Source: an optimization exercise on an open RTL-to-GDS flow (aim: a short achievable clock period and few clock cycles). Production flows keep margins and buffers that such runs may drop. In this exercise RTL edits were held to simulation tests only and were not proved equivalent to the original. Power and IR drop assume default switching activity.

File: flow/design.v
`timescale 1ns / 1ps
`timescale 1ns / 1ps
module add_32 (
	input [31:0] a,
	input [31:0] b,
	output [31:0] c );
	assign c = a + b;
endmodule
`timescale 1ns / 1ps
module ADC32 (
	input [31:0] A,
	input [31:0] B,
	input C0,
	output [32:0] S );
	assign S = {1'b0, A} + {C0, B} + C0;
endmodule
`timescale 1ns / 1ps
module and32 (
	input [31:0] A,
	input [31:0] B,
	output [31:0] res );
	assign res = A & B;
endmodule
`timescale 1ns / 1ps
module or32 (
	input [31:0] A,
	input [31:0] B,
	output [31:0] res );
	assign res = A | B;
endmodule
`timescale 1ns / 1ps
module xor32 (
	input [31:0] A,
	input [31:0] B,
	output [31:0] res );
	assign res = A ^ B;
endmodule
`timescale 1ns / 1ps
module nor32 (
	input [31:0] A,
	input [31:0] B,
	output [31:0] res );
	assign res = ~ (A | B);
endmodule
`timescale 1ns / 1ps
module srl32 (
	input [31:0] A,
	input [4:0] B,
	output  [31:0] res );
	reg [31:0] temp;
	always @ (A or B) begin
				temp = B[0] ? {1'b0, A[31:1]} : A;
             temp = B[1] ? {2'b0, temp[31:2]} : temp;
             temp = B[2] ? {4'b0, temp[31:4]} : temp;
             temp = B[3] ? {8'b0, temp[31:8]} : temp;
             temp = B[4] ? {16'b0, temp[31:16]} : temp;
	end
	assign res[31:0]=temp[31:0];
endmodule
`timescale 1ns / 1ps
module or_bit_32 (
	input [31:0] A,
	output o );
	assign o = | A;
endmodule
`timescale 1ns / 1ps
module SignalExt_32 (
	input S,
	output [31:0] So );
	assign So = {32{S}};
endmodule
`timescale 1ns / 1ps
module Ext_32 (
	input [15:0] imm_16,
	output [31:0] Imm_32 );
	assign Imm_32 = {{16{imm_16[15]}}, imm_16};
endmodule
`timescale 1ns / 1ps
module mux2to1_32 (
	input [31:0] a,
	input [31:0] b,
	input sel,
	output [31:0] o );
	assign o = sel ? a : b;
endmodule
`timescale 1ns / 1ps
module mux2to1_5 (
	input [4:0] a,
	input [4:0] b,
	input sel,
	output [4:0] o );
	assign o = sel ? a : b;
endmodule
`timescale 1ns / 1ps
module mux4to1_2(
input [1:0] sel,
	input [1:0] a,
	input [1:0] b,
	input [1:0] c,
	input [1:0] d,
	output reg[1:0] o );
	always @* begin
		case(sel)
			'b00: o = a;
			'b01: o = b;
			'b10: o = c;
			'b11: o = d;
		endcase
	end
endmodule
`timescale 1ns / 1ps
module mux4to1_32 (
	input [1:0] sel,
	input [31:0] a,
	input [31:0] b,
	input [31:0] c,
	input [31:0] d,
	output reg[31:0] o );
	always @* begin
		case(sel)
			'b00: o = a;
			'b01: o = b;
			'b10: o = c;
			'b11: o = d;
		endcase
	end
endmodule
`timescale 1ns / 1ps
module mux8to1_32(
	input [31:0] x0,
	input [31:0] x1,
	input [31:0] x2,
	input [31:0] x3,
	input [31:0] x4,
	input [31:0] x5,
	input [31:0] x6,
	input [31:0] x7,
	input [2:0] sel,
	output reg[31:0] o );
	always @* begin
		case(sel)
			'b000: o = x0;
			'b001: o = x1;
			'b010: o = x2;
			'b011: o = x3;
			'b100: o = x4;
			'b101: o = x5;
			'b110: o = x6;
			'b111: o = x7;
		endcase
	end
endmodule
`timescale 1ns / 1ps
module ALU(A, 
           ALU_operation, 
           B, 
           overflow, 
           res, 
           zero);
    input wire [31:0] A;
    input [2:0] ALU_operation;
    input wire [31:0] B;
   output overflow;
   output  [31:0] res;
   output zero;
   wire N0;
   wire [32:0] S;
   wire [31:0] XLXN_1;
   wire [31:0] XLXN_7;
   wire [31:0] XLXN_8;
   wire [31:0] XLXN_9;
   wire [31:0] XLXN_36;
   wire [31:0] XLXN_48;
   wire [31:0] XLXN_88;
   wire [31:0] res_DUMMY;
   assign res[31:0] = res_DUMMY[31:0];
   and32  XLXI_6 (.A(A[31:0]), 
                 .B(B[31:0]), 
                 .res(XLXN_1[31:0]));
   or32  XLXI_7 (.A(A[31:0]), 
                .B(B[31:0]), 
                .res(XLXN_88[31:0]));
   ADC32  XLXI_8 (.A(A[31:0]), 
                 .B(XLXN_36[31:0]), 
                 .C0(ALU_operation[2]), 
                 .S(S[32:0]));
   xor32  XLXI_10 (.A(A[31:0]), 
                  .B(B[31:0]), 
                  .res(XLXN_7[31:0]));
   nor32  XLXI_11 (.A(A[31:0]), 
                  .B(B[31:0]), 
                  .res(XLXN_8[31:0]));
   srl32  XLXI_12 (.A(B[31:0]), 
                  .B(A[4:0]), 
                  .res(XLXN_9[31:0]));
   xor32  XLXI_13 (.A(XLXN_48[31:0]), 
                  .B(B[31:0]), 
                  .res(XLXN_36[31:0]));
   mux8to1_32  XLXI_14 (.sel(ALU_operation[2:0]), 
                       .x0(XLXN_1[31:0]), 
                       .x1(XLXN_88[31:0]), 
                       .x2(S[31:0]), 
                       .x3(XLXN_7[31:0]), 
                       .x4(XLXN_8[31:0]), 
                       .x5(XLXN_9[31:0]), 
                       .x6(S[31:0]), 
                       .x7({N0, N0, N0, N0, N0, N0, N0, N0, N0, N0, N0, N0, N0, 
         N0, N0, N0, N0, N0, N0, N0, N0, N0, N0, N0, N0, N0, N0, N0, N0, N0, 
         N0, S[32]}), 
                       .o(res_DUMMY[31:0]));
   or_bit_32  XLXI_15 (.A(res_DUMMY[31:0]), 
                      .o(zero));
   assign N0 = 1'b0;
   SignalExt_32  XLXI_23 (.S(ALU_operation[2]), 
                         .So(XLXN_48[31:0]));
endmodule
`timescale 1ns / 1ps
 `timescale 1ns / 1ps
module Regs(
	input clk, rst, L_S,
	input [4:0] R_addr_A, R_addr_B, Wt_addr,
	input [31:0] Wt_data,
	output [31:0] rdata_A, rdata_B );
	reg [31:0] register [1:31];
	integer i;
	assign rdata_A = (R_addr_A == 0)? 0: (L_S && Wt_addr == R_addr_A)? Wt_data: register[R_addr_A];
	assign rdata_B = (R_addr_B == 0)? 0: (L_S && Wt_addr == R_addr_B)? Wt_data: register[R_addr_B];
	always @(posedge clk, posedge rst) begin
		if(rst == 1) for(i = 1; i < 32; i = i + 1) register[i] <= 0;
		else if(Wt_addr != 0 && L_S == 1) register[Wt_addr] <= Wt_data;
	end
endmodule
`timescale 1ns / 1ps
 `timescale 1ns / 1ps
module SCPU_control(
	input wire clk,   
	input wire rst,   
	input [31:0] inst,
	input [31:0] if_inst,
	input [31:0] exe_inst,
	input [31:0] mem_inst,
	input [31:0] wb_inst,
	input [1:0] Branch_mem,
	output reg ALUSrc_B,
	output reg ALUSrc_A,
	output reg Jal,
	output reg RegDst,
	output reg RegWrite,
	output reg[1:0] DatatoReg,
	output reg Memread,
	output reg Memwrite,
	output reg[1:0] Branch,
	output reg[1:0] Branch2,
	output reg[2:0] ALU_Control,
	output reg rs_lock,
	output reg rt_lock,
	output reg if_rst,   
	output reg if_en,   
	output reg if_valid,
	output reg id_rst,
	output reg id_en,
	output reg exe_rst,
	output reg exe_en,
	output reg mem_rst,
	output reg mem_en,
	output reg wb_rst,
	output reg wb_en,
	output wire stall,
	output wire branch_stall,
	output wire [1:0] ForwardA,
	output wire [2:0] ForwardB,
	output wire ForwardM
    );
	wire i_type_exe,i_type_mem;
	wire [4:0] exe_rs;
	wire [4:0] exe_rt;
	wire [4:0] exe_rd;
	wire [4:0] mem_rt;
	wire [4:0] mem_rd;
	wire [4:0] wb_rd;
	wire [4:0] wb_rt;
	wire [5:0] OPcode;
	wire [5:0] if_OPcode;
	wire [5:0] exe_OPcode;
	wire [5:0] mem_OPcode;
	wire [5:0] wb_OPcode;
	wire [5:0] Fun;
	wire [4:0] rs;
	wire [4:0] rt;
	wire [4:0] rd;
	wire [4:0] if_rs;
	wire [4:0] if_rt;
	wire [4:0] if_rd;
	wire [1:0] Forwardb;
	assign OPcode = inst[31:26];
	assign Fun = inst[5:0];
	assign rs[4:0] = inst[25:21];
	assign rt[4:0] = inst[20:16];
	assign rd[4:0] = inst[15:11];
	assign if_OPcode[5:0] =if_inst[31:26];
	assign if_rs[4:0] = if_inst[25:21];
	assign if_rt[4:0] = if_inst[20:16];
	assign if_rd[4:0] = if_inst[15:11];
	assign i_type_if = (if_OPcode > 6'h07 && if_OPcode <6'h10)?1:0;	
	assign exe_OPcode[5:0] = exe_inst[31:26];
	assign exe_rs[4:0] = exe_inst[25:21];
	assign exe_rt[4:0] = exe_inst[20:16];
	assign exe_rd[4:0] = exe_inst[15:11];
	assign i_type_exe = (exe_OPcode > 6'h07 && exe_OPcode <6'h10)?1:0;
	assign mem_OPcode[5:0] = mem_inst[31:26];
	assign mem_rt[4:0] = mem_inst[20:16];
	assign mem_rd[4:0] = mem_inst[15:11];
	assign i_type_mem = (mem_OPcode > 6'h07 && mem_OPcode <6'h10)?1:0;
	assign wb_rd[4:0] = wb_inst[15:11];
	assign wb_rt[4:0] = wb_inst[20:16];
	assign wb_OPcode[5:0] = wb_inst[31:26];
	assign id_branch = ((OPcode > 6'h00) &  (OPcode < 6'h08)) || ((OPcode == 6'h0) & (Fun == 6'h08)) || ((OPcode == 6'h0) & (Fun == 6'h09));
	assign exe_branch = ((exe_OPcode > 6'h00) &  (exe_OPcode < 6'h08)) || ((exe_OPcode == 6'h0) & (exe_inst[5:0] == 6'h08)) || ((exe_OPcode == 6'h0) & (exe_inst[5:0] == 6'h09));
	always @ (OPcode or Fun) begin
		case(OPcode)
			6'b100011: begin {RegDst, ALUSrc_B, DatatoReg, RegWrite, Memread, Memwrite, Branch, Jal, ALU_Control,ALUSrc_A,Branch2} <= 16'b0_1_01_1_1_0_00_0_010_0_00; end  
			6'b101011: begin {RegDst, ALUSrc_B, DatatoReg, RegWrite, Memread, Memwrite, Branch, Jal, ALU_Control,ALUSrc_A,Branch2} <= 16'b0_1_00_0_0_1_00_0_010_0_00; end  
			6'b000100: begin {RegDst, ALUSrc_B, DatatoReg, RegWrite, Memread, Memwrite, Branch, Jal, ALU_Control,ALUSrc_A,Branch2} <= 16'b0_0_00_0_0_0_00_0_110_0_10; end  
			6'b000010: begin {RegDst, ALUSrc_B, DatatoReg, RegWrite, Memread, Memwrite, Branch, Jal, ALU_Control,ALUSrc_A,Branch2} <= 16'b0_0_00_0_0_0_10_0_000_0_00; end  
			6'h0A: begin {RegDst, ALUSrc_B, DatatoReg, RegWrite, Memread, Memwrite, Branch, Jal, ALU_Control,ALUSrc_A,Branch2} <= 16'b0_1_00_1_0_0_00_0_111_0_00; end  
			6'h08: begin {RegDst, ALUSrc_B, DatatoReg, RegWrite, Memread, Memwrite, Branch, Jal, ALU_Control,ALUSrc_A,Branch2} <= 16'b0_1_00_1_0_0_00_0_010_0_00; end  
			6'h09: begin {RegDst, ALUSrc_B, DatatoReg, RegWrite, Memread, Memwrite, Branch, Jal, ALU_Control,ALUSrc_A,Branch2} <= 16'b0_1_00_1_0_0_00_0_010_0_00; end  
			6'h0C: begin {RegDst, ALUSrc_B, DatatoReg, RegWrite, Memread, Memwrite, Branch, Jal, ALU_Control,ALUSrc_A,Branch2} <= 16'b0_1_00_1_0_0_00_0_000_0_00; end  
			6'h0D: begin {RegDst, ALUSrc_B, DatatoReg, RegWrite, Memread, Memwrite, Branch, Jal, ALU_Control,ALUSrc_A,Branch2} <= 16'b0_1_00_1_0_0_00_0_001_0_00; end  
			6'h0E: begin {RegDst, ALUSrc_B, DatatoReg, RegWrite, Memread, Memwrite, Branch, Jal, ALU_Control,ALUSrc_A,Branch2} <= 16'b0_1_00_1_0_0_00_0_011_0_00; end  
			6'h0F: begin {RegDst, ALUSrc_B, DatatoReg, RegWrite, Memread, Memwrite, Branch, Jal, ALU_Control,ALUSrc_A,Branch2} <= 16'b0_0_10_1_0_0_00_0_000_0_00; end  
			6'h03: begin {RegDst, ALUSrc_B, DatatoReg, RegWrite, Memread, Memwrite, Branch, Jal, ALU_Control,ALUSrc_A,Branch2} <= 16'b0_0_11_1_0_0_10_1_000_0_00; end  
			6'h05: begin {RegDst, ALUSrc_B, DatatoReg, RegWrite, Memread, Memwrite, Branch, Jal, ALU_Control,ALUSrc_A,Branch2} <= 16'b0_0_00_0_0_0_0_0_0_110_0_11; end  
			6'b000000: begin case(Fun)
				6'b100000: begin {RegDst, ALUSrc_B, DatatoReg, RegWrite, Memread, Memwrite, Branch, Jal, ALU_Control,ALUSrc_A,Branch2} <= 16'b1_0_00_1_0_0_00_0_010_0_00; end  
				6'b100010: begin {RegDst, ALUSrc_B, DatatoReg, RegWrite, Memread, Memwrite, Branch, Jal, ALU_Control,ALUSrc_A,Branch2} <= 16'b1_0_00_1_0_0_00_0_110_0_00; end  
				6'b100100: begin {RegDst, ALUSrc_B, DatatoReg, RegWrite, Memread, Memwrite, Branch, Jal, ALU_Control,ALUSrc_A,Branch2} <= 16'b1_0_00_1_0_0_00_0_000_0_00; end  
				6'b100101: begin {RegDst, ALUSrc_B, DatatoReg, RegWrite, Memread, Memwrite, Branch, Jal, ALU_Control,ALUSrc_A,Branch2} <= 16'b1_0_00_1_0_0_00_0_001_0_00; end  
				6'b101010: begin {RegDst, ALUSrc_B, DatatoReg, RegWrite, Memread, Memwrite, Branch, Jal, ALU_Control,ALUSrc_A,Branch2} <= 16'b1_0_00_1_0_0_00_0_111_0_00; end  
				6'b100111: begin {RegDst, ALUSrc_B, DatatoReg, RegWrite, Memread, Memwrite, Branch, Jal, ALU_Control,ALUSrc_A,Branch2} <= 16'b1_0_00_1_0_0_00_0_100_0_00; end  
				6'b000010: begin {RegDst, ALUSrc_B, DatatoReg, RegWrite, Memread, Memwrite, Branch, Jal, ALU_Control,ALUSrc_A,Branch2} <= 16'b1_0_00_1_0_0_00_0_101_1_00; end  
				6'b010110: begin {RegDst, ALUSrc_B, DatatoReg, RegWrite, Memread, Memwrite, Branch, Jal, ALU_Control,ALUSrc_A,Branch2} <= 16'b1_0_00_1_0_0_00_0_011_0_00; end  
				6'h08: begin {RegDst, ALUSrc_B, DatatoReg, RegWrite, Memread, Memwrite, Branch, Jal, ALU_Control,ALUSrc_A,Branch2} <= 16'b0_0_00_0_0_0_11_0_000_0_00; end  
				6'h9: begin {RegDst, ALUSrc_B, DatatoReg, RegWrite, Memread, Memwrite, Branch, Jal, ALU_Control,ALUSrc_A,Branch2} <= 16'b0_1_11_1_0_0_11_1_000_0_00; end  
				default: begin {RegDst, ALUSrc_B, DatatoReg, RegWrite, Memread, Memwrite, Branch, Jal, ALU_Control,ALUSrc_A,Branch2} <= 16'b0; end
			endcase end
			default: begin {RegDst, ALUSrc_B, DatatoReg, RegWrite, Memread, Memwrite, Branch, Jal, ALU_Control,ALUSrc_A,Branch2} <= 16'b0; end
		endcase
	end
	assign AfromEx = ((rs==exe_rd) & (rs != 0) & (exe_OPcode == 6'b000000)) || ((rs==exe_rt) & (rs != 0) & (i_type_exe==1));
	assign BfromEx = ((rt==exe_rd) & (rt != 0) & (exe_OPcode == 6'b000000)) || ((rt==exe_rt) & (rt != 0) & (i_type_exe==1));
	assign AfromMem = ((rs==mem_rd) & (rs!= 0) & (mem_OPcode == 6'b000000)) ||  ((rs==mem_rt) & (rs != 0) & (i_type_mem==1));
	assign BfromMem = ((rt==mem_rd) & (rt!= 0) & (mem_OPcode == 6'b000000)) ||  ((rt==mem_rt) & (rt != 0) & (i_type_mem==1));
	assign AfromDM = ((rs==mem_rt) & (rs!=0) & (mem_OPcode == 6'b100011));
	assign BfromDM = ((rt==mem_rt) & (rt!=0) & (mem_OPcode == 6'b100011));
	assign AfromExLW = (if_rs==rt) & (if_rs!=0) & (OPcode == 6'b100011);
	assign BfromExLW = (if_rt==rt) & (if_rt!=0) & (OPcode == 6'b100011) & (if_OPcode != 6'b101011 & if_OPcode != 6'b100011) & (i_type_if!=1);
	assign MfromLW = (exe_OPcode == 6'b100011) &(rt == exe_rt) & (rt!=0) & (OPcode == 6'b101011);
	assign ForwardA[1:0] = (AfromEx == 1) ? 2'b01:((AfromMem == 1) ? 2'b10:((AfromDM == 1) ? 2'b11:2'b00));
	assign Forwardb[1:0] = (BfromEx == 1) ? 2'b01:((BfromMem == 1) ? 2'b10:((BfromDM == 1) ? 2'b11:2'b00));
	assign ForwardM = (MfromLW == 1)?1:0;
	assign stall = AfromExLW || BfromExLW;
	assign ForwardB={1'b0,Forwardb};
	always @(*) begin
		if_rst=0;
		if_en=1;
		if_valid=1;
		id_rst=0;
		id_en=1;
		exe_rst=0;
		exe_en=1;
		mem_rst=0;
		mem_en=1;
		wb_rst=0;
		wb_en=1;
		if (rst) begin
			if_rst=1;
			id_rst=1;
			exe_rst=1;
			mem_rst=1;
			wb_rst=1;
		end
		else if(Branch_mem != 2'b00) begin
	   		if_valid = 0;
	   		id_rst=1;
	   		exe_rst=1;
	   		mem_rst=1;
		end
		else if (stall) begin
		     if_en=0;
			 id_rst=1;
	   	end
	end
endmodule
`timescale 1ns / 1ps
 `timescale 1ns / 1ps
module Data_path(
		input wire clk,
		input rst,
		input [31:0] inst_data,
		input [31:0] Data_in,
		output[31:0] ALU_out,
		output[31:0] Data_out,
		output reg [31:0] inst_addr,    
		output reg[31:0]  inst_data_id,   
		output reg[31:0]  inst_data_mem,
		output reg[31:0]  inst_data_exe,
		output reg[31:0]  inst_data_wb,
		output zero,
		output reg [1:0] Branch_mem,
		input  [2:0] ALU_Control,
		input  ALUSrc_B,
		input  ALUSrc_A,
		input  [1:0] Branch,
		input [1:0] Branch2,
		input  Jal,
		input  RegDst,
		input  RegWrite,
		input  [1:0] DatatoReg,
		input mem_r_control,
		input mem_w_control,
		output  mem_r,
		output  mem_w,
		output inst_r,
		input if_rst,
		input if_en,
		input if_valid,
		input id_rst,
		input id_en,
		input exe_rst,
		input exe_en,
		input mem_rst,
		input mem_en,
		input wb_rst,
		input wb_en,
		input wire data_stall,
		input wire branch_stall,	
		output overflow,    
		input wire[1:0] ForwardA,
		input wire[2:0] ForwardB,
		input wire ForwardM
    );
	reg[31:0] pc_4_if,pc_4_id,pc_4_exe,pc_4_mem,pc_4_wb;
	wire [31:0] pc_4_if_wire,pc_next,pc_next_final;
	wire[31:0] addr_rs_id,addr_rt_id,addr_rd_id;
	wire[15:0] imm_16;
	reg[31:0] inst_addr_id,inst_addr_exe,inst_addr_mem,inst_addr_wb;
	reg[31:0] Imm_32,Imm_32_exe;
	wire[31:0] Imm_32_id;
	wire[31:0] branch_pc;      
	reg[31:0] branch_pc_mem;
	reg[4:0]   Reg_addr_mem,Reg_addr_wb;    
	wire[4:0] wt_addr_1, wt_addr_2;
	reg[4:0]  addr_rd_exe,addr_rt_exe;
	reg[31:0] data_rs_exe,data_rt_exe,data_rs_mem,data_rt_mem;
	wire[31:0] data_rs_id,data_rt_id; 
	wire[31:0] Reg_data_wb;    
	wire[31:0] ALU_A;
	wire[31:0] ALU_B;
	reg[31:0] ALU_out_mem,ALU_out_wb;
	wire[31:0] ALU_out_DUMMY;
	wire[31:0] exe_result;    
	wire[31:0] PC_out;
	reg[31:0] Mem_data;
	reg[2:0] ALU_Control_exe;
	reg ALUSrc_A_exe,ALUSrc_B_exe;
	reg[1:0] Branch_exe,Branch2_exe;
	wire[1:0] finalBranch;
	reg Jal_exe,Jal_mem;
	reg RegDst_exe,RegDst_mem;
	reg RegWrite_exe,RegWrite_mem,RegWrite_wb;
	reg[1:0] DatatoReg_exe,DatatoReg_mem,DatatoReg_wb; 
	reg mem_r_exe,mem_r_mem;
	reg mem_w_exe,mem_w_mem;
	reg inst_ren;
	wire [31:0] data_rs_final,data_rt_final;
	wire [31:0] display_inst_data;
	wire [31:0] memout;
	reg [31:0] memout_mem;
	reg ForwardM_exe;
	assign inst_r = inst_ren;
	add_32  ALU_PC_4 (.a(inst_addr[31:0]), 
						  .b(32'b00000000_00000000_00000000_00000100), 
						  .c(pc_4_if_wire[31:0]));
	always @(posedge clk) begin
		if (if_rst) begin
			inst_ren <= 0;
			inst_addr <= 0;
		end
		else if(if_valid==0) begin
			inst_ren <= 1;
			inst_addr <=PC_out;
		end
		else if (if_en) begin
			inst_ren <= 1;
			inst_addr <= PC_out;
		end
	end
	mux4to1_32  ChoosePC (	.a(pc_4_if_wire[31:0]), 
						.b(branch_pc_mem[31:0]), 
						.c({pc_4_mem[31:28], inst_data_mem[25:0], 2'b00}), 
						.d(data_rs_mem[31:0]), 
						.sel(Branch_mem[1:0]), 
						.o(PC_out[31:0]));	
	always @(posedge clk) begin
		if (id_rst) begin
				inst_addr_id <= 0;
				inst_data_id <= 0;
				pc_4_id<=0;
		end
		else if (id_en) begin
				inst_addr_id <= inst_addr;
				inst_data_id <= inst_data;
				pc_4_id <= pc_4_if_wire;
		end
	end
	assign
		addr_rs_id = inst_data_id[25:21],
		addr_rt_id = inst_data_id[20:16],
		addr_rd_id = inst_data_id[15:11],
		imm_16 = inst_data_id[15:0];
	Ext_32  Ext32 (.imm_16(inst_data_id[15:0]), 
					  .Imm_32(Imm_32_id[31:0]));
	Regs  U2 (.clk(clk), 
				.L_S(RegWrite_wb),      
				.rst(rst), 
				.R_addr_A(addr_rs_id), 
				.R_addr_B(addr_rt_id), 
				.Wt_addr(Reg_addr_wb), 
				.Wt_data(Reg_data_wb), 
				.rdata_A(data_rs_id), 
				.rdata_B(data_rt_id));
    mux4to1_32  FOWRA (.a(data_rs_id),
						.b(exe_result),
						.c(ALU_out_mem),
						.d(Data_in),
						.sel(ForwardA),
						.o(data_rs_final)
						);
    mux8to1_32  FOWRB (.x0(data_rt_id),
						.x1(exe_result),
						.x2(ALU_out_mem),
						.x3(Data_in),
						.x4(32'b0),
						.x5(0),
						.x6(0),
						.x7(0),
						.sel(ForwardB),
						.o(data_rt_final)
						);
    always @(posedge clk) begin
		if (exe_rst) begin
				inst_addr_exe <= 0;
				inst_data_exe <= 0;
				pc_4_exe <= 0;
				Imm_32_exe <= 0;
				ALU_Control_exe <= 0;
				ALUSrc_A_exe <= 0;
				ALUSrc_B_exe <= 0;
				Branch_exe<= 0;
				Branch2_exe<= 0;
				ForwardM_exe<= 0;
				Jal_exe<=0;
				RegDst_exe<=0;
				RegWrite_exe<=0;
				DatatoReg_exe<=0;
				addr_rd_exe <= 0;
				data_rt_exe <= 0;
				data_rs_exe<=0;
				mem_r_exe <= 0;
				mem_w_exe <= 0;
		end
		else if (exe_en) begin
				inst_addr_exe <= inst_addr_id;
				inst_data_exe <= inst_data_id;
				pc_4_exe <= pc_4_id;  
				Imm_32_exe <= Imm_32_id;
				ALU_Control_exe <= ALU_Control;
				ALUSrc_A_exe <= ALUSrc_A;
				ALUSrc_B_exe <= ALUSrc_B;
				Branch_exe <= Branch;
				Branch2_exe <= Branch2;
				Jal_exe <= Jal;
				RegDst_exe <= RegDst;
				RegWrite_exe <= RegWrite;
				DatatoReg_exe <= DatatoReg;
				addr_rd_exe <= addr_rd_id;
				addr_rt_exe <= addr_rt_id;
				data_rt_exe <= data_rt_final;
				data_rs_exe <= data_rs_final;
				mem_r_exe <= mem_r_control;
				mem_w_exe <= mem_w_control;
				ForwardM_exe <=ForwardM;
		end
	end
	mux2to1_32  ALU_A_Choose (.b(data_rs_exe[31:0]),
							.a({27'b0,Imm_32_exe[10:6]}),  
						  .sel(ALUSrc_A_exe), 
						  .o(ALU_A[31:0]));
    mux2to1_32  ALU_B_Choose (.a(Imm_32_exe[31:0]), 
						  .b(data_rt_exe[31:0]), 
						  .sel(ALUSrc_B_exe), 
						  .o(ALU_B[31:0]));
    ALU  U1 (.A(ALU_A[31:0]), 
				.ALU_operation(ALU_Control_exe[2:0]), 
				.B(ALU_B[31:0]), 
				.overflow(overflow), 
				.res(ALU_out_DUMMY[31:0]), 
				.zero(zero));
	assign exe_result = (DatatoReg_exe == 2'b10) ? {Imm_32_exe[15:0], 16'b0} : ALU_out_DUMMY;
	mux2to1_5  RegWriteChoose_1 (.a(5'b11111), 
						 .b(addr_rt_exe),
						 .sel(Jal_exe), 
						 .o(wt_addr_1[4:0]));
	mux2to1_5  RegWriteChoose_2 ( 
						.a(addr_rd_exe),
						 .b(wt_addr_1[4:0]), 
						 .sel(RegDst_exe), 
						 .o(wt_addr_2[4:0]));
	add_32  ALU_Branch (.a(pc_4_exe[31:0]), 
							 .b({Imm_32_exe[29:0], 2'b00}), 
							 .c(branch_pc[31:0]));
	mux4to1_2 ChooseBranch(.a(Branch_exe),
							.b(2'b00),
							.c({Branch_exe[1],~zero}),
							.d({Branch_exe[1],zero}),
							.sel(Branch2_exe),
							.o(finalBranch));
	mux2to1_32  Data_Out_Choose (.a(Data_in[31:0]), 
						  .b(data_rt_exe[31:0]), 
						  .sel(ForwardM_exe), 
						  .o(memout[31:0]));
	always @(posedge clk) begin
		if (mem_rst) begin
			inst_addr_mem <= 0;
			inst_data_mem <= 0;
			pc_4_mem <=0;
			data_rt_mem <= 0;
			data_rs_mem <=0;
			ALU_out_mem <= 0;
			mem_r_mem <= 0;
			mem_w_mem <= 0;
			Branch_mem<= 0;
			RegWrite_mem<=0;
			DatatoReg_mem <= 0;
			Reg_addr_mem <= 0;
			branch_pc_mem <= 0;
			memout_mem <= 0;
		end
		else if (mem_en) begin
			inst_addr_mem <= inst_addr_exe;
			inst_data_mem <= inst_data_exe;  
			pc_4_mem <=pc_4_exe;
			data_rt_mem <= data_rt_exe;  
			data_rs_mem <= data_rs_exe;
			ALU_out_mem <= exe_result;  
			mem_r_mem <= mem_r_exe;  
			mem_w_mem <= mem_w_exe;  
			Branch_mem <= finalBranch;
			RegWrite_mem <= RegWrite_exe;
			DatatoReg_mem <=DatatoReg_exe;
			Reg_addr_mem <= wt_addr_2;
			branch_pc_mem <= branch_pc;
			memout_mem <= memout;
		end
	end
	assign 
		ALU_out = ALU_out_mem,
		Data_out = memout_mem,
		mem_r = mem_r_mem,
		mem_w = mem_w_mem & mem_en;
	 always @(posedge clk) begin
		if(wb_rst) begin 
			RegWrite_wb <=0;
			Reg_addr_wb <=0;
			Mem_data <=0;
			ALU_out_wb <=0;
			pc_4_wb <= 0;
			inst_data_wb <=0;
			DatatoReg_wb <=0;
			inst_addr_wb <= 0;
		end
		else if(wb_en) begin
			Reg_addr_wb <= Reg_addr_mem; 
			Mem_data <= Data_in;
			ALU_out_wb <=ALU_out_mem;
			pc_4_wb <= pc_4_mem;
			inst_data_wb <= inst_data_mem;
			DatatoReg_wb <= DatatoReg_mem;
			inst_addr_wb <= inst_addr_mem;
		end	
		RegWrite_wb <= RegWrite_mem & wb_en;
	end
	mux4to1_32  RegWriteDataChoose (.a(ALU_out_wb[31:0]), 
						  .b(Mem_data[31:0]), 
						  .c({inst_data_wb[15:0], 16'b00000000_00000000}), 
						  .d(pc_4_wb[31:0]), 
						  .sel(DatatoReg_wb[1:0]), 
						  .o(Reg_data_wb[31:0]));
endmodule
`timescale 1ns / 1ps
 `timescale 1ns / 1ps
module SCPU( 
	input wire clk,
	input wire rst,
	output wire inst_ren,   
	output wire [31:0] inst_addr,   
	input wire [31:0] inst_data,   
	output wire mem_ren,   
	output wire mem_wen,   
	output wire [31:0] mem_addr,   
	output wire [31:0] mem_dout,   
	input wire [31:0] mem_din   
    );
	 wire mem_w_controller,mem_r_controller;
	 wire RegDst;
	 wire ALUSrc_B,ALUSrc_A;
	 wire Jal;
	 wire RegWrite;
	 wire [1:0] DatatoReg;
	 wire [1:0] Branch,Branch2;
	 wire [2:0] ALU_Control;
	 wire zero;
	 wire rs_lock,rt_lock;
	 wire stall,branch_stall;
	 wire if_rst, if_en,if_valid;
	 wire id_rst, id_en;
	 wire exe_rst, exe_en;
	 wire mem_rst, mem_en;
	 wire wb_rst, wb_en;
	 wire [31:0] inst_data_control;
	 wire [31:0] inst_data_exe,inst_data_mem,inst_data_wb;
	 wire [1:0] Branch_mem, ForwardA;
	 wire [2:0] ForwardB;
	 wire ForwardM;
	 SCPU_control SCPU_control(
		.clk(clk),
		.rst(rst),
	    .inst(inst_data_control),    
	    .if_inst(inst_data),   
		.exe_inst(inst_data_exe),
		.mem_inst(inst_data_mem),
		.wb_inst(inst_data_wb),
		.RegDst(RegDst),
		.DatatoReg(DatatoReg),
		.ALUSrc_B(ALUSrc_B),
		.ALUSrc_A(ALUSrc_A),
		.Jal(Jal),
		.RegWrite(RegWrite),
		.Memread(mem_r_controller),
		.Memwrite(mem_w_controller),
		.Branch(Branch),
		.Branch2(Branch2),
		.Branch_mem(Branch_mem),
		.ALU_Control(ALU_Control),
		.rs_lock(rs_lock),
		.rt_lock(rt_lock),
		.if_rst(if_rst),
		.if_en(if_en),
		.if_valid(if_valid),
		.id_rst(id_rst),
		.id_en(id_en),
		.exe_rst(exe_rst),
		.exe_en(exe_en),
		.mem_rst(mem_rst),
		.mem_en(mem_en),
		.wb_rst(wb_rst),
		.wb_en(wb_en),
		.stall(stall),
		.branch_stall(branch_stall),
		.ForwardA(ForwardA),
		.ForwardB(ForwardB),
		.ForwardM(ForwardM)
	 );
	 Data_path Data_path(
		.clk(clk),
		.rst(rst),
		.inst_data(inst_data[31:0]), 
		.inst_data_id(inst_data_control[31:0]),   
		.inst_data_mem(inst_data_mem),  
	    .inst_data_exe(inst_data_exe),
	    .inst_data_wb(inst_data_wb),
		.RegDst(RegDst),
		.RegWrite(RegWrite),
		.DatatoReg(DatatoReg),
		.ALUSrc_B(ALUSrc_B),
		.ALUSrc_A(ALUSrc_A),
		.ALU_Control(ALU_Control),
		.Jal(Jal),
		.Branch(Branch),
		.Branch2(Branch2),
		.data_stall(stall),
		.branch_stall(branch_stall),
		.if_rst(if_rst),
		.if_en(if_en),
		.if_valid(if_valid),
		.id_rst(id_rst),
		.id_en(id_en),
		.exe_rst(exe_rst),
		.exe_en(exe_en),
		.mem_rst(mem_rst),
		.mem_en(mem_en),
		.wb_rst(wb_rst),
		.wb_en(wb_en),
		.mem_r_control(mem_r_controller),
		.mem_w_control(mem_w_controller),
		.mem_r(mem_ren),
		.mem_w(mem_wen),
		.Branch_mem(Branch_mem),
		.Data_in(mem_din),
		.ALU_out(mem_addr),
		.Data_out(mem_dout),
		.inst_addr(inst_addr),
		.inst_r(inst_ren),
		.zero(zero),
		.ForwardA(ForwardA),
		.ForwardB(ForwardB),
		.ForwardM(ForwardM)
	 );
endmodule
File: flow/run.sh
#!/bin/bash
# synth_recipe.tcl (not shown) runs the flow's synth.tcl, then flattens the netlist and writes it again
# the make line also repeats each setting of config.mk as NAME=value (left out here)
make -C /OpenROAD-flow-scripts/flow DESIGN_CONFIG=/design/flow/config.mk WORK_HOME=/design/flow/orfs CLKGATE_MAP_FILE= SYNTH_SCRIPT=/design/flow/synth_recipe.tcl finish
File: flow/config.mk
export PLATFORM = sky130hd
export DESIGN_NAME = SCPU
export DESIGN_NICKNAME = SCPU
export VERILOG_FILES = /design/flow/design.v
export SDC_FILE = /design/flow/constraint.sdc
export NUM_CORES = 4
export LEC_CHECK = 0
export CAP_MARGIN = 20
export CORE_MARGIN = 2
export CORE_UTILIZATION = 40
export SLEW_MARGIN = 20
File: flow/constraint.sdc
create_clock -name core_clock -period 7.0 [get_ports {clk}]
set_input_delay 1.4000 -clock core_clock [delete_from_list [all_inputs] [get_ports {clk}]]
set_output_delay 1.4000 -clock core_clock [all_outputs]
set_load 0.01 [all_outputs]
==> notes.md <==
- The run finished with no timing, DRC or antenna violations.
- The maximum fanout along the worst path is 5.
- TritonCTS created 171 clock buffers.
- The H-tree was split into 4 levels.
- The clock-pin slew on the worst setup and hold paths is 0.07 ns.
- The smallest clock period supported by the final layout is computed as about 6.8 ns.
- The startpoint identified for the worst hold timing path is Data_path.RegWrite_mem.
- The clock latency at the later pin of the worst-skew pair is between 0.8 and 0.9 ns.
- The routed layout has around 73,000 vias.
- In this run, post-CTS repair resized a total of 0 instances.
- After global routing the overflow that remains totals 0.
- The number of endpoints with negative hold slack in the final report is 0.
- The worst reg2reg path startpoint is Data_path.Imm_32_exe[0].
- Measured against its own limit, the worst slew margin works out to roughly a tenth.
- The critical path is of the reg -> reg type.
- The tightest hold margin is 0.3595 ns.
- After synthesis, the most frequently instantiated cells are sky130_fd_sc_hd__nand2_1, sky130_fd_sc_hd__o21ai_0, sky130_fd_sc_hd__dfrtp_1, sky130_fd_sc_hd__clkbuf_1, sky130_fd_sc_hd__dfxtp_1.
- The maximum number of buffers from clock root to sink is 3.
- The max-capacitance violation count is 0.
- The placed instances occupy a cell area of roughly 80,000 um2.
- The leakage component of the power is around 36 nW.
- The area growth from synthesis to layout is 15.00%.
- After synthesis, flip-flops and latches occupy slightly below 50% of the total area.
- The final weighted congestion of routability-driven global placement is about 1.
- The most frequently used flop master after synthesis is sky130_fd_sc_hd__dfrtp_1.
- sky130_fd_sc_hd__dfrtp_1 takes more of the synthesized area than any other cell.
- Before CTS, the worst setup slack after placement is around 0.52 ns.
- In the post-synthesis netlist, the cell with the most instances is sky130_fd_sc_hd__nand2_1.
- During synthesis, Yosys emitted a total of 22 warnings.
- The worst hold path terminates at Data_path.RegWrite_wb.
- After routing the design area is a little under 90,000 um2.
- When the netlist entered floorplanning its net count stood at roughly 8,300.
- The final number of max-transition violations is 0.
- For this run, asynchronously set or reset flops after synthesis account for ~64%.
- The average footprint of a synthesized cell is around 9.2 um2.
- The cell area after synthesis is about 75,000 um2.
- The min-delay analysis places its worst path in the category reg -> reg.
- The layout cell share with drive strength beyond 1 is 10.23%.
- The TritonCTS sink count is roughly 1,600.
- The worst clock skew is between 0.06 and 0.07 ns.
- The placement row count is 159.
- The DRC violations left is 0.
- Once routing completed, OpenROAD measured the worst setup slack at about 0.2 ns.
- Once the floorplan was initialized, standard cells occupied between 40 and 50% of the core.
- The achievable frequency is around 150 MHz.
- Setup repair after global routing left no endpoint under its margin.
- The final routed wirelength across all metal layers is slightly below 400,000 um.
- The first global-routing pass estimated 542,500 um of wire.
- In the synthesized netlist, the number of instances is approximately 8,200.
- In this run the worst setup path begins at Data_path.Imm_32_exe[0].
- The number of global-route vias before repair is 67,590.
- The count of cells along the worst register-to-register path is 19.
- The core region area is ~190,000 um2.
- The maximum cell stage delay along the critical path is just under 0.7 ns.
- The number of unique standard cell types used by synthesis is 88.
- The total iterations of the first detailed-routing run is 14.
- Summed over its instances, the top area cell type makes up 33.00% of the synthesized netlist area.
- The detail route stage leaves a number of antenna-violating nets equal to 0.
- In this run the vertical extent of the chip is about 440 um.
- In this run the clock root is driven by a sky130_fd_sc_hd__clkbuf_16.
- The slowest stage of the critical path is the sky130_fd_sc_hd__dfxtp_1 cell.
- STA classifies the critical path endpoint as a register.
- The clock tree from TritonCTS is yes.
- The full die area is around 190,000 um2.
- The post-layout net count is 8,234.
- The quantity of hold-fixing buffers added after cts is 0.
- The DRC violation total after the first TritonRoute iteration is 12,870.
- The total of endpoints with negative setup slack in the final report is 0.
- During placement, the flow inserted port buffers numbering ~160.
- After legalization and detailed placement, the total HPWL measured roughly 250,000 um.
- The slew at the pin closest to its max-slew limit is ~1.4 ns.
- The count of pins on the block boundary is 165.
- The startpoint class of the critical path is a register.
- Counting instances, the worst hold path has a depth of 0.
- The flop and latch count out of synthesis is between 1,500 and 2,000.
- The data required time of the critical path is a little under 8 ns.
- The arrival time at the worst endpoint is ~7.5 ns.
- In the final timing run, aggregate negative setup slack is 0 ns.
- The worst vdd rail ir drop is around 0.00021 V.
- The number of buffers inserted to repair setup after CTS is 0.
- The buffer and inverter count on the worst path is 2.
- The worst setup slack for register-to-register paths is 0.20 ns.
- The worst register-to-register path ends at Data_path.Branch_mem[0].
- After detailed routing, the number of vias per cell comes to ~7.
- Ranked by total cell area, the synthesized netlist is headed by sky130_fd_sc_hd__dfrtp_1, sky130_fd_sc_hd__dfxtp_1, sky130_fd_sc_hd__o21ai_0.
- The cell class contributing the biggest share of worst-path delay is simple AND/OR/NAND/NOR gates.
- Power spread over the standard cell area amounts to approximately 240 nW/um2.
- The initial antenna violation count is 27.
- The pin count of the biggest net entering global routing is ~190.
- Traced cell by cell, the critical path runs through mux2i_2, inv_2, mux2_4, fa_1, a211oi_1, o21ai_0, o211ai_1, nand4b_1, a21boi_0, nor2_1, a211oi_1, buf_4, nor4bb_1, nand4b_1, or4_1, or4_1, nor4_2, xnor2_1, o21ai_1.
- The routed length per instance is 36.86 um.
- The count of flip-flops with a built-in enable after synthesis is 5.
- The total routing usage reported by global routing is about two fifths.
- The fraction of the cycle the final worst path needs is between 90% and 100%.
- Measured along the x axis, the die boundary spans between 400 and 500 um.
[state kept, by name (all words and copies together), names as in the netlist, 11 cells and up]
signal,flops
Data_path.U2.register,992
Data_path.ALU_out_mem,32
Data_path.ALU_out_wb,32
Data_path.Mem_data,32
Data_path.branch_pc_mem,32
Data_path.data_rs_exe,32
Data_path.data_rs_mem,32
Data_path.data_rt_exe,32
Data_path.inst_addr,32
Data_path.inst_data_id,32
Data_path.inst_data_mem,32
Data_path.memout_mem,32
Data_path.pc_4_exe,32
Data_path.pc_4_id,32
Data_path.pc_4_wb,32
Data_path.pc_4_mem,30
Data_path.inst_data_exe,17
Data_path.inst_data_wb,16
Data_path.Imm_32_exe,11
[metrics by stage]
step	std cells	power [W]	utilization (%)
finish	10700	0.02064	46.16
global placement	10360	0.01126	42.93
detailed placement	10360	0.01126	42.94
global route	10680	0.02105	46.13
CTS	10670	0.02052	46.03
floorplan	8156	0.01033	-
[layer usage]
metal | vias up | track usage, % | part of all wire [%]
met3 | 1815 | 17.18 | 15
met4 | 26 | 25.03 | 8.0
met1 | 35430 | 52.50 | 38
li1 | 29560 | - | -
met2 | 5976 | 53.54 | 39
met5 | - | 0.1764 | 0.056
[placed cells by master, fill, tap and decap left out, types with 24 or more instances in the layout]
cell type / netlist / layout
sky130_fd_sc_hd__mux2_2: 42 / 42
sky130_fd_sc_hd__clkinv_2: 0 / 33
sky130_fd_sc_hd__nand4_1: 148 / 148
sky130_fd_sc_hd__o22ai_1: 82 / 81
sky130_fd_sc_hd__a211oi_1: 38 / 37
sky130_fd_sc_hd__nor3_1: 72 / 68
sky130_fd_sc_hd__a221oi_1: 362 / 362
sky130_fd_sc_hd__clkbuf_1: 663 / 44
sky130_fd_sc_hd__buf_4: 4 / 253
sky130_fd_sc_hd__a22oi_1: 191 / 191
sky130_fd_sc_hd__ha_1: 125 / 125
sky130_fd_sc_hd__a21oi_1: 236 / 219
sky130_fd_sc_hd__a21o_1: 24 / 24
sky130_fd_sc_hd__nor2_1: 417 / 353
sky130_fd_sc_hd__xnor2_1: 100 / 100
sky130_fd_sc_hd__dfrtp_1: 992 / 992
sky130_fd_sc_hd__clkbuf_8: 0 / 30
sky130_fd_sc_hd__a22o_1: 309 / 309
sky130_fd_sc_hd__nand3_1: 105 / 97
sky130_fd_sc_hd__nor2b_1: 178 / 177
sky130_fd_sc_hd__a222oi_1: 125 / 125
sky130_fd_sc_hd__and2_1: 59 / 58
sky130_fd_sc_hd__o21a_1: 36 / 36
sky130_fd_sc_hd__clkbuf_16: 0 / 171
sky130_fd_sc_hd__dfxtp_1: 564 / 556
sky130_fd_sc_hd__xor2_1: 51 / 51
sky130_fd_sc_hd__o21ai_0: 1078 / 1060
sky130_fd_sc_hd__mux4_2: 27 / 27
sky130_fd_sc_hd__and3_1: 181 / 179
sky130_fd_sc_hd__nand2b_1: 45 / 44
sky130_fd_sc_hd__nor2_4: 0 / 62
sky130_fd_sc_hd__mux2i_1: 216 / 215
sky130_fd_sc_hd__nand2_1: 1245 / 1220
sky130_fd_sc_hd__clkdlybuf4s50_1: 0 / 163
sky130_fd_sc_hd__inv_1: 86 / 85
[cell families (layout without fill, tap and decap cells)]
group / after synthesis / count (layout) / synth area share [%]
AO/OA/AOI/OAI: 2611 / 2611 / 23.20
adder cells (fa/ha/maj): 127 / 127 / 2.133
flip-flops: 1561 / 1561 / 48.21
XOR/XNOR: 151 / 151 / 1.758
multiplexers: 307 / 307 / 4.801
other: 0 / 22 / 0
AND/OR/NAND/NOR: 2562 / 2562 / 15.61
buffers and inverters: 837 / 864 / 4.283
[worst max path at each step]
stage,end,cells past startpoint
2_1_floorplan,Data_path.Branch_mem[0],21
3_3_place_gp,Data_path.Branch_mem[0],19
3_5_place_dp,Data_path.Branch_mem[0],19
4_1_cts,Data_path.Branch_mem[0],19
5_1_grt,Data_path.Branch_mem[0],19
6_report,Data_path.Branch_mem[0],19
[power breakdown]
group | switching, W | internal [W]
registers | 0.000154 | 0.00910
clock network | 0.00420 | 0.00524
logic | 0.00140 | 0.000546
total | 0.00575 | 0.0149
[area by class of cell]
| type | count | area [um2] |
|---|---|---|
| multi-input cells | 5758 | 36710 |
| repair buffers | 445 | 4131 |
| fillers | 17880 | 100900 |
| flip-flops and latches | 1561 | 36270 |
| diodes | 22 | 55.05 |
| inverters | 104 | 397.9 |
| well taps | 2495 | 3122 |
| clock buffers | 245 | 4857 |
| clock inverters | 70 | 948.4 |
[worst register-to-register path: cells and delay by family (launching register included)]
| kind | cells | cell delay (ns) |
|---|---|---|
| flops | 1 | 0.68 |
| xor+xnor | 1 | 0.17 |
| simple gates | 7 | 2.45 |
| mux | 2 | 0.59 |
| buf+inv | 2 | 0.37 |
| compound gates | 6 | 1.91 |
| fa+ha+maj | 1 | 0.49 |
Testbench counts, summed over its fixed seeds: cycles 68,843.

what the ideal ports hide:
In the flow no input, the clock included, has a driving cell. The finished layout below was timed again as built, in two steps. Step 1: set_driving_cell puts a clkbuf_16 on clk and a buf_2 on each other input, an assumption about the parent block. Step 2, shift: input delay + t, output delay - t, t = (earliest + latest rising clock arrival at the registers) / 2. This alone moves slack from input paths to output paths. Slacks: ideal ports / drivers / drivers and shift; pairs: ideal ports / drivers.
shift t [ns]: 0.951
setup WS [ns]: 0.202 / 0.202 / 0.202
worst data-port slew with drivers (ns): 0.12
After both steps this run still meets setup and hold. For this run, drivers alone change the setup slack by 0.000 ns; drivers and shift together by 0.000 ns.
